What follows belongs to an exercise in optimizing a design on an open flow for small area; a production flow would make more cautious choices. Where RTL was checked, it was by simulation tests only, not by an equivalence proof against the original. The flow treats the clock pin as an ideal source, which a real chip does not have. Power figures rest on the tool's default switching activity, not on a simulated workload.

## before
// topModule
module topModule (
    input clk,
    input rst,
    input btnL,
    input [1:0] sw,
    input [3:0] JC_cols,
    input btnR,
    output audio_gain,
    output audio_shutdown,
    output audio_out,
    output reg [3:0] JC_rows,
    output [3:0] an,
    output reg [6:0] seg
);
clock: 10.0 ns
lec_check: 0
cap_margin: 20
core_margin: 2
core_utilization: 40
slew_margin: 20
standard.sh (not shown) runs the stock make flow with config.mk's settings and CLKGATE_MAP_FILE= SYNTH_SCRIPT=/design/flow/synth_recipe.tcl, a recipe that flattens the netlist after the stock synthesis.
==> flow/flow/run.sh <==
#!/bin/bash
# Own layout flow: the standard layout (standard.sh), with three changes:
#  - synthesis runs the standard flow's synthesis script (synth_recipe.tcl) unchanged, except that the final
#    ABC technology mapping uses flow/abc.script (area mapping, no buffering or upsizing)
#    instead of ORFS's speed script; registers and their names are not affected;
#  - buffer_ports puts a sky130_fd_sc_hd__buf_1 on every input and output port;
#  - clock tree synthesis uses clkbuf cells from CTS_BUFS and inserts no dummy loads.
# Each tool's output is in orfs/logs/; make's full output is in own_flow.log.
set -euo pipefail
W=$(pwd)
CTS_BUFS="sky130_fd_sc_hd__clkbuf_8"
CTS_EXTRA=${CTS_EXTRA:-}
{
  printf 'proc abc {args} {\n'
  printf '  set i [lsearch -exact $args -script]\n'
  printf '  if {$i >= 0} { lset args [expr {$i + 1}] {%s/flow/abc.script} }\n' "$W"
  printf '  puts "own flow: abc $args"\n'
  printf '  yosys abc {*}$args\n'
  printf '}\n'
  cat synth_recipe.tcl
} > own_synth.tcl
sed -E "s#SYNTH_SCRIPT=[^ ]*#SYNTH_SCRIPT=$W/own_synth.tcl#" standard.sh > own_standard.sh
grep -q "SYNTH_SCRIPT=$W/own_synth.tcl" own_standard.sh
export BUFFER_PORTS_ARGS="-buffer_cell sky130_fd_sc_hd__buf_1"
if [[ -f flow/pre_cts.tcl ]]; then export PRE_CTS_TCL=$W/flow/pre_cts.tcl; fi
export CTS_ARGS="-sink_clustering_enable -repair_clock_nets -buf_list {$CTS_BUFS} -dont_use_dummy_load $CTS_EXTRA"
bash own_standard.sh > own_flow.log 2>&1
==> flow/flow/abc.script <==
strash
dch
amap
topo
==> flow/flow/pre_cts.tcl <==
configure_cts_characterization -max_slew 0.1 -max_cap 0.08
Every stage of the flow completed for before, and the final layout passed the timing, design-rule and antenna checks.
Input-level comparison between after and before:
--- a/flow/flow/run.sh
+++ b/flow/flow/run.sh
@@ -11 +11 @@
-CTS_BUFS="sky130_fd_sc_hd__clkbuf_8"
+CTS_BUFS="sky130_fd_sc_hd__clkbuf_16"
==> flow/flow/pre_cts.tcl <==
configure_cts_characterization -max_slew 0.12
[summary]
after: PASS, flow complete, no timing, DRC or antenna violations. Looking at clock group share of total power, after sits above before. after against before; first-pass GRT wire length is up slightly. Compared with before, in after combinational cell fraction of total power -0.3 points, fmax decreased 0.32%, overall fraction of global-route tracks in use now sits at about the same level, hold slack rose 3.2 ps, final routed wire length divided by cell count now larger. On share of final layout cell area taken by non-clock buffers, after and before are neck and neck.
No functional check of the RTL was part of any run of this note.

topModule, a different RTL version from the one above (not shown whole).
Size: about 110 flip-flops, ~28 I/O pins.
## topModule
module topModule (
    input clk,
    input rst,
    input btnL,
    input [1:0] sw,
    input [3:0] JC_cols,
    input btnR,
    output audio_gain,
    output audio_shutdown,
    output audio_out,
    output reg [3:0] JC_rows,
    output [3:0] an,
    output reg [6:0] seg
);
export LEC_CHECK = 0
export CAP_MARGIN = 20
export CORE_MARGIN = 2
export CORE_UTILIZATION = 40
export SLEW_MARGIN = 20
create_clock -name core_clock -period 10.0 [get_ports {clk}]
==> flow/flow/run.sh <==
#!/bin/bash
# Own layout flow: the standard layout (standard.sh), with three changes:
#  - synthesis runs the standard flow's synthesis script (synth_recipe.tcl) unchanged, except that the final
#    ABC technology mapping tries each flow/abc_*.script (area mappings, no buffering or
#    upsizing) instead of ORFS's speed script and keeps the smallest result; registers and
#    their names are not affected;
#  - buffer_ports puts a sky130_fd_sc_hd__buf_1 on every input and output port;
#  - clock tree synthesis uses clkbuf cells from CTS_BUFS and inserts no dummy loads.
# Each tool's output is in orfs/logs/; make's full output is in own_flow.log.
set -euo pipefail
W=$(pwd)
CTS_BUFS=${CTS_BUFS:-sky130_fd_sc_hd__clkbuf_4 sky130_fd_sc_hd__clkbuf_8}
CTS_EXTRA=${CTS_EXTRA:-}
{
  # ABC maps the logic with each of flow/abc_*.script in turn; the smallest result is kept.
  printf 'proc abc {args} {\n'
  printf '  set i [lsearch -exact $args -script]\n'
  printf '  set lib [lindex $args [expr {[lsearch -exact $args -liberty] + 1}]]\n'
  printf '  yosys design -save own_pre_abc\n'
  printf '  set best ""\n'
  printf '  set best_area 1e30\n'
  printf '  foreach s [lsort [glob {%s/flow/abc_*.script}]] {\n' "$W"
  printf '    yosys design -load own_pre_abc\n'
  printf '    set a $args\n'
  printf '    if {$i >= 0} { lset a [expr {$i + 1}] $s }\n'
  printf '    yosys abc {*}$a\n'
  printf '    yosys tee -q -o {%s/own_area.txt} stat -liberty $lib\n' "$W"
  printf '    set f [open {%s/own_area.txt}]\n' "$W"
  printf '    set t [read $f]\n'
  printf '    close $f\n'
  printf '    regexp {Chip area for module [^:]*: +([0-9.]+)} $t -> area\n'
  printf '    puts "own flow: abc script $s gives area $area"\n'
  printf '    if {$area < $best_area} { set best_area $area; set best $s }\n'
  printf '  }\n'
  printf '  yosys design -load own_pre_abc\n'
  printf '  if {$i >= 0} { lset args [expr {$i + 1}] $best }\n'
  printf '  puts "own flow: abc $args"\n'
  printf '  yosys abc {*}$args\n'
  printf '}\n'
  cat synth_recipe.tcl
} > own_synth.tcl
sed -E "s#SYNTH_SCRIPT=[^ ]*#SYNTH_SCRIPT=$W/own_synth.tcl#" standard.sh > own_standard.sh
grep -q "SYNTH_SCRIPT=$W/own_synth.tcl" own_standard.sh
export BUFFER_PORTS_ARGS="-buffer_cell sky130_fd_sc_hd__buf_1"
if [[ -f flow/pre_cts.tcl ]]; then export PRE_CTS_TCL=$W/flow/pre_cts.tcl; fi
export CTS_ARGS="-sink_clustering_enable -repair_clock_nets -buf_list {$CTS_BUFS} -dont_use_dummy_load $CTS_EXTRA"
bash own_standard.sh > own_flow.log 2>&1
==> flow/flow/abc_a3.script <==
strash
dch
amap
topo
==> flow/flow/abc_a6.script <==
strash
&get -n
&st
&syn2
&dch
&nf
&put
strash
dch
map -a
==> flow/flow/abc_b4.script <==
strash
dch
amap
strash
dch
amap
topo
==> flow/flow/abc_c4.script <==
strash
balance
rewrite
refactor
balance
rewrite -z
refactor -z
balance
dch
amap
topo
==> flow/flow/abc_c6.script <==
strash
rewrite
refactor
resub
dch
amap
topo
The first run passed the timing, design-rule and antenna checks.
Edit:
==> flow/flow/run.sh (replaced) <==
#!/bin/bash
# Own layout flow: the standard layout (standard.sh), with three changes:
#  - synthesis runs the standard flow's synthesis script (synth_recipe.tcl) unchanged, except that the final
#    ABC technology mapping uses flow/abc.script (area mapping, no buffering or upsizing)
#    instead of ORFS's speed script; registers and their names are not affected;
#  - buffer_ports puts a sky130_fd_sc_hd__buf_1 on every input and output port;
#  - clock tree synthesis uses clkbuf cells from CTS_BUFS and inserts no dummy loads.
# Each tool's output is in orfs/logs/; make's full output is in own_flow.log.
set -euo pipefail
W=$(pwd)
CTS_BUFS="sky130_fd_sc_hd__clkbuf_4 sky130_fd_sc_hd__clkbuf_8"
CTS_EXTRA=${CTS_EXTRA:-}
{
  printf 'proc abc {args} {\n'
  printf '  set i [lsearch -exact $args -script]\n'
  printf '  if {$i >= 0} { lset args [expr {$i + 1}] {%s/flow/abc.script} }\n' "$W"
  printf '  puts "own flow: abc $args"\n'
  printf '  yosys abc {*}$args\n'
  printf '}\n'
  cat synth_recipe.tcl
} > own_synth.tcl
sed -E "s#SYNTH_SCRIPT=[^ ]*#SYNTH_SCRIPT=$W/own_synth.tcl#" standard.sh > own_standard.sh
grep -q "SYNTH_SCRIPT=$W/own_synth.tcl" own_standard.sh
export BUFFER_PORTS_ARGS="-buffer_cell sky130_fd_sc_hd__buf_1"
if [[ -f flow/pre_cts.tcl ]]; then export PRE_CTS_TCL=$W/flow/pre_cts.tcl; fi
export CTS_ARGS="-sink_clustering_enable -repair_clock_nets -buf_list {$CTS_BUFS} -dont_use_dummy_load $CTS_EXTRA"
bash own_standard.sh > own_flow.log 2>&1
==> flow/flow/abc.script (new file) <==
strash
rewrite
refactor
resub
dch
amap
topo
Settings changed: CORE_UTILIZATION 40 to 65.
removed: flow/flow/abc_a3.script
removed: flow/flow/abc_a6.script
removed: flow/flow/abc_b4.script
removed: flow/flow/abc_c4.script
removed: flow/flow/abc_c6.script
Die area drops by 37%.
Power drops by 0.71%.
Sequential power hardly moves.
Global-route usage climbs by 7.7 points.
Clock skew drops by 0.014 ns.
Routed wire length drops by 5.6%.
Via count drops by 0.52%.
Area after synthesis is about the same.
Design area drops by 1.5%.
Final cell count drops by 8.3%.
Edit:
--- a/flow/flow/run.sh
+++ b/flow/flow/run.sh
@@ -9,5 +9,5 @@
 set -euo pipefail
 W=$(pwd)
-CTS_BUFS="sky130_fd_sc_hd__clkbuf_4 sky130_fd_sc_hd__clkbuf_8"
+CTS_BUFS=${CTS_BUFS:-sky130_fd_sc_hd__clkbuf_4 sky130_fd_sc_hd__clkbuf_8}
 CTS_EXTRA=${CTS_EXTRA:-}
 {
Settings changed: CORE_UTILIZATION 65 to 40.
Result: Sequential power barely changes; die area rose by 59%; cell area climbs by 1.6%.

Another version of the RTL of topModule (not shown whole).
For scale: ~110 flip-flops, about 28 I/O pins, roughly 0.0053 mm² of cells after synthesis.
make LEC_CHECK=0 CAP_MARGIN=20 CORE_MARGIN=2 CORE_UTILIZATION=40 SLEW_MARGIN=20 finish   # period 10.0 ns
run.sh (not shown) runs the stock make flow with config.mk's settings and CLKGATE_MAP_FILE= SYNTH_SCRIPT=/design/flow/synth_recipe.tcl, a recipe that flattens the netlist after the stock synthesis.
Stock flow here: none of the scripts above is used.
The first run completed without violations.
Then changed:
==> flow/flow/run.sh (new file) <==
#!/bin/bash
# Own layout flow: the standard layout (standard.sh), with three changes:
#  - synthesis runs the standard flow's synthesis script (synth_recipe.tcl) unchanged, except that the final
#    ABC technology mapping uses flow/abc.script (area mapping, no buffering or upsizing)
#    instead of ORFS's speed script; registers and their names are not affected;
#  - buffer_ports puts a sky130_fd_sc_hd__buf_1 on every input and output port;
#  - clock tree synthesis uses clkbuf cells from CTS_BUFS and inserts no dummy loads.
# Each tool's output is in orfs/logs/; make's full output is in own_flow.log.
set -euo pipefail
W=$(pwd)
CTS_BUFS="sky130_fd_sc_hd__clkbuf_2 sky130_fd_sc_hd__clkbuf_4 sky130_fd_sc_hd__clkbuf_8"
CTS_EXTRA=""
{
  printf 'proc abc {args} {\n'
  printf '  set i [lsearch -exact $args -script]\n'
  printf '  if {$i >= 0} { lset args [expr {$i + 1}] {%s/flow/abc.script} }\n' "$W"
  printf '  puts "own flow: abc $args"\n'
  printf '  yosys abc {*}$args\n'
  printf '}\n'
  cat synth_recipe.tcl
} > own_synth.tcl
sed -E "s#SYNTH_SCRIPT=[^ ]*#SYNTH_SCRIPT=$W/own_synth.tcl#" standard.sh > own_standard.sh
grep -q "SYNTH_SCRIPT=$W/own_synth.tcl" own_standard.sh
export BUFFER_PORTS_ARGS="-buffer_cell sky130_fd_sc_hd__buf_1"
export CTS_ARGS="-sink_clustering_enable -repair_clock_nets -buf_list $CTS_BUFS -dont_use_dummy_load $CTS_EXTRA"
bash own_standard.sh > own_flow.log 2>&1
==> flow/flow/abc.script (new file) <==
strash
&get -n
&st
&syn2
&dch
&nf
&put
strash
dch
map -a
==> flow/standard.sh (new file) <==
#!/bin/bash
# synth_recipe.tcl (not shown) runs the flow's synth.tcl, then flattens the netlist and writes it again
# the make line also repeats each setting of config.mk as NAME=value (left out here)
make -C /OpenROAD-flow-scripts/flow DESIGN_CONFIG=/design/flow/config.mk WORK_HOME=/design/flow/orfs CLKGATE_MAP_FILE= SYNTH_SCRIPT=/design/flow/synth_recipe.tcl "${@:-finish}"
removed: flow/run.sh
Outcome: With this change the flow stopped in clock tree synthesis; synthesized cell count rose by a few percent; area after synthesis fell by roughly a tenth.
Then changed:
==> flow/run.sh (new file) <==
#!/bin/bash
# synth_recipe.tcl (not shown) runs the flow's synth.tcl, then flattens the netlist and writes it again
# the make line also repeats each setting of config.mk as NAME=value (left out here)
make -C /OpenROAD-flow-scripts/flow DESIGN_CONFIG=/design/flow/config.mk WORK_HOME=/design/flow/orfs CLKGATE_MAP_FILE= SYNTH_SCRIPT=/design/flow/synth_recipe.tcl finish
Settings changed: CTS_BUF_LIST set to sky130_fd_sc_hd__clkbuf_8.
removed: flow/flow/run.sh
removed: flow/flow/abc.script
removed: flow/standard.sh
Outcome:
- With this change the flow finished with timing, DRC and antenna clean
- synthesized cell count is lower by 5.5%
- synthesized area goes up by 10%
Then changed:
==> flow/flow/run.sh (new file) <==
#!/bin/bash
# Own layout flow: the standard layout (standard.sh), with three changes:
#  - synthesis runs the standard flow's synthesis script (synth_recipe.tcl) unchanged, except that the final
#    ABC technology mapping uses flow/abc.script (area mapping, no buffering or upsizing)
#    instead of ORFS's speed script; registers and their names are not affected;
#  - buffer_ports puts a sky130_fd_sc_hd__buf_1 on every input and output port;
#  - clock tree synthesis uses clkbuf cells from CTS_BUFS and inserts no dummy loads.
# Each tool's output is in orfs/logs/; make's full output is in own_flow.log.
set -euo pipefail
W=$(pwd)
CTS_BUFS="sky130_fd_sc_hd__clkbuf_8"
CTS_EXTRA=""
{
  printf 'proc abc {args} {\n'
  printf '  set i [lsearch -exact $args -script]\n'
  printf '  if {$i >= 0} { lset args [expr {$i + 1}] {%s/flow/abc.script} }\n' "$W"
  printf '  puts "own flow: abc $args"\n'
  printf '  yosys abc {*}$args\n'
  printf '}\n'
  cat synth_recipe.tcl
} > own_synth.tcl
sed -E "s#SYNTH_SCRIPT=[^ ]*#SYNTH_SCRIPT=$W/own_synth.tcl#" standard.sh > own_standard.sh
grep -q "SYNTH_SCRIPT=$W/own_synth.tcl" own_standard.sh
export BUFFER_PORTS_ARGS="-buffer_cell sky130_fd_sc_hd__buf_1"
export CTS_ARGS="-sink_clustering_enable -repair_clock_nets -buf_list $CTS_BUFS -dont_use_dummy_load $CTS_EXTRA"
bash own_standard.sh > own_flow.log 2>&1
==> flow/flow/abc.script (new file) <==
strash
&get -n
&st
&syn2
&dch
&nf
&put
strash
dch
map -a
==> flow/standard.sh (new file) <==
#!/bin/bash
# synth_recipe.tcl (not shown) runs the flow's synth.tcl, then flattens the netlist and writes it again
# the make line also repeats each setting of config.mk as NAME=value (left out here)
make -C /OpenROAD-flow-scripts/flow DESIGN_CONFIG=/design/flow/config.mk WORK_HOME=/design/flow/orfs CLKGATE_MAP_FILE= SYNTH_SCRIPT=/design/flow/synth_recipe.tcl "${@:-finish}"
Settings changed: CTS_BUF_LIST sky130_fd_sc_hd__clkbuf_8 to unset.
removed: flow/run.sh
Outcome: The changed run ran to the end with no violations; power went down by about 11%; non-clock buffer count climbs by 1; clock skew rose by 0.029 ns; register-to-register slack is worse by 1.8 ns.
No functional check of the RTL was part of any run of this note.

-- afterwards: timing with drivers on the ports --
In the flow no input, the clock included, has a driving cell. The finished layouts below were timed again as built, in two steps. Step 1 sets driving cells, clkbuf_16 on the clock port and buf_2 on the other inputs (assumed; they add their load-dependent delay and slew). Step 2 adds t to the input delays and takes it off the output delays; t is the mean of the earliest and latest rising clock arrival at the registers after step 1. Input paths then give back, and output paths get back, about the clock's delay inside the block. Slacks: no drivers / after step 1 / after step 2; pairs: no drivers / after step 1.
| run | t, ns | setup slack, ns | hold slack, ns |
|---|---|---|---|
| before | 0.380 | 5.102 / 5.102 / 5.102 | 0.316 / 0.316 / 0.316 |
| after | 0.370 | 5.086 / 5.086 / 5.086 | 0.319 / 0.319 / 0.319 |
| the first run of note 2 | 0.381 | 5.780 / 5.780 / 5.704 | 0.304 / 0.304 / 0.304 |
| the second run of note 2 | 0.386 | 5.771 / 5.738 / 5.959 | 0.315 / 0.315 / 0.315 |
| the third run of note 2 | 0.385 | 5.755 / 5.722 / 5.782 | 0.307 / 0.307 / 0.307 |
| the first run of note 3 | 0.388 | 5.395 / 5.354 / 5.742 | 0.328 / 0.328 / 0.328 |
| the third run of note 3 | 0.417 | 5.357 / 5.322 / 5.739 | 0.336 / 0.336 / 0.336 |
| the fourth run of note 3 | 0.392 | 5.676 / 5.676 / 5.320 | 0.313 / 0.313 / 0.313 |
After both steps every run listed still meets setup and hold. The setup slack of the fourth run of note 3, which loses most, moves by 0.000 ns with the drivers and by -0.356 ns with both steps.
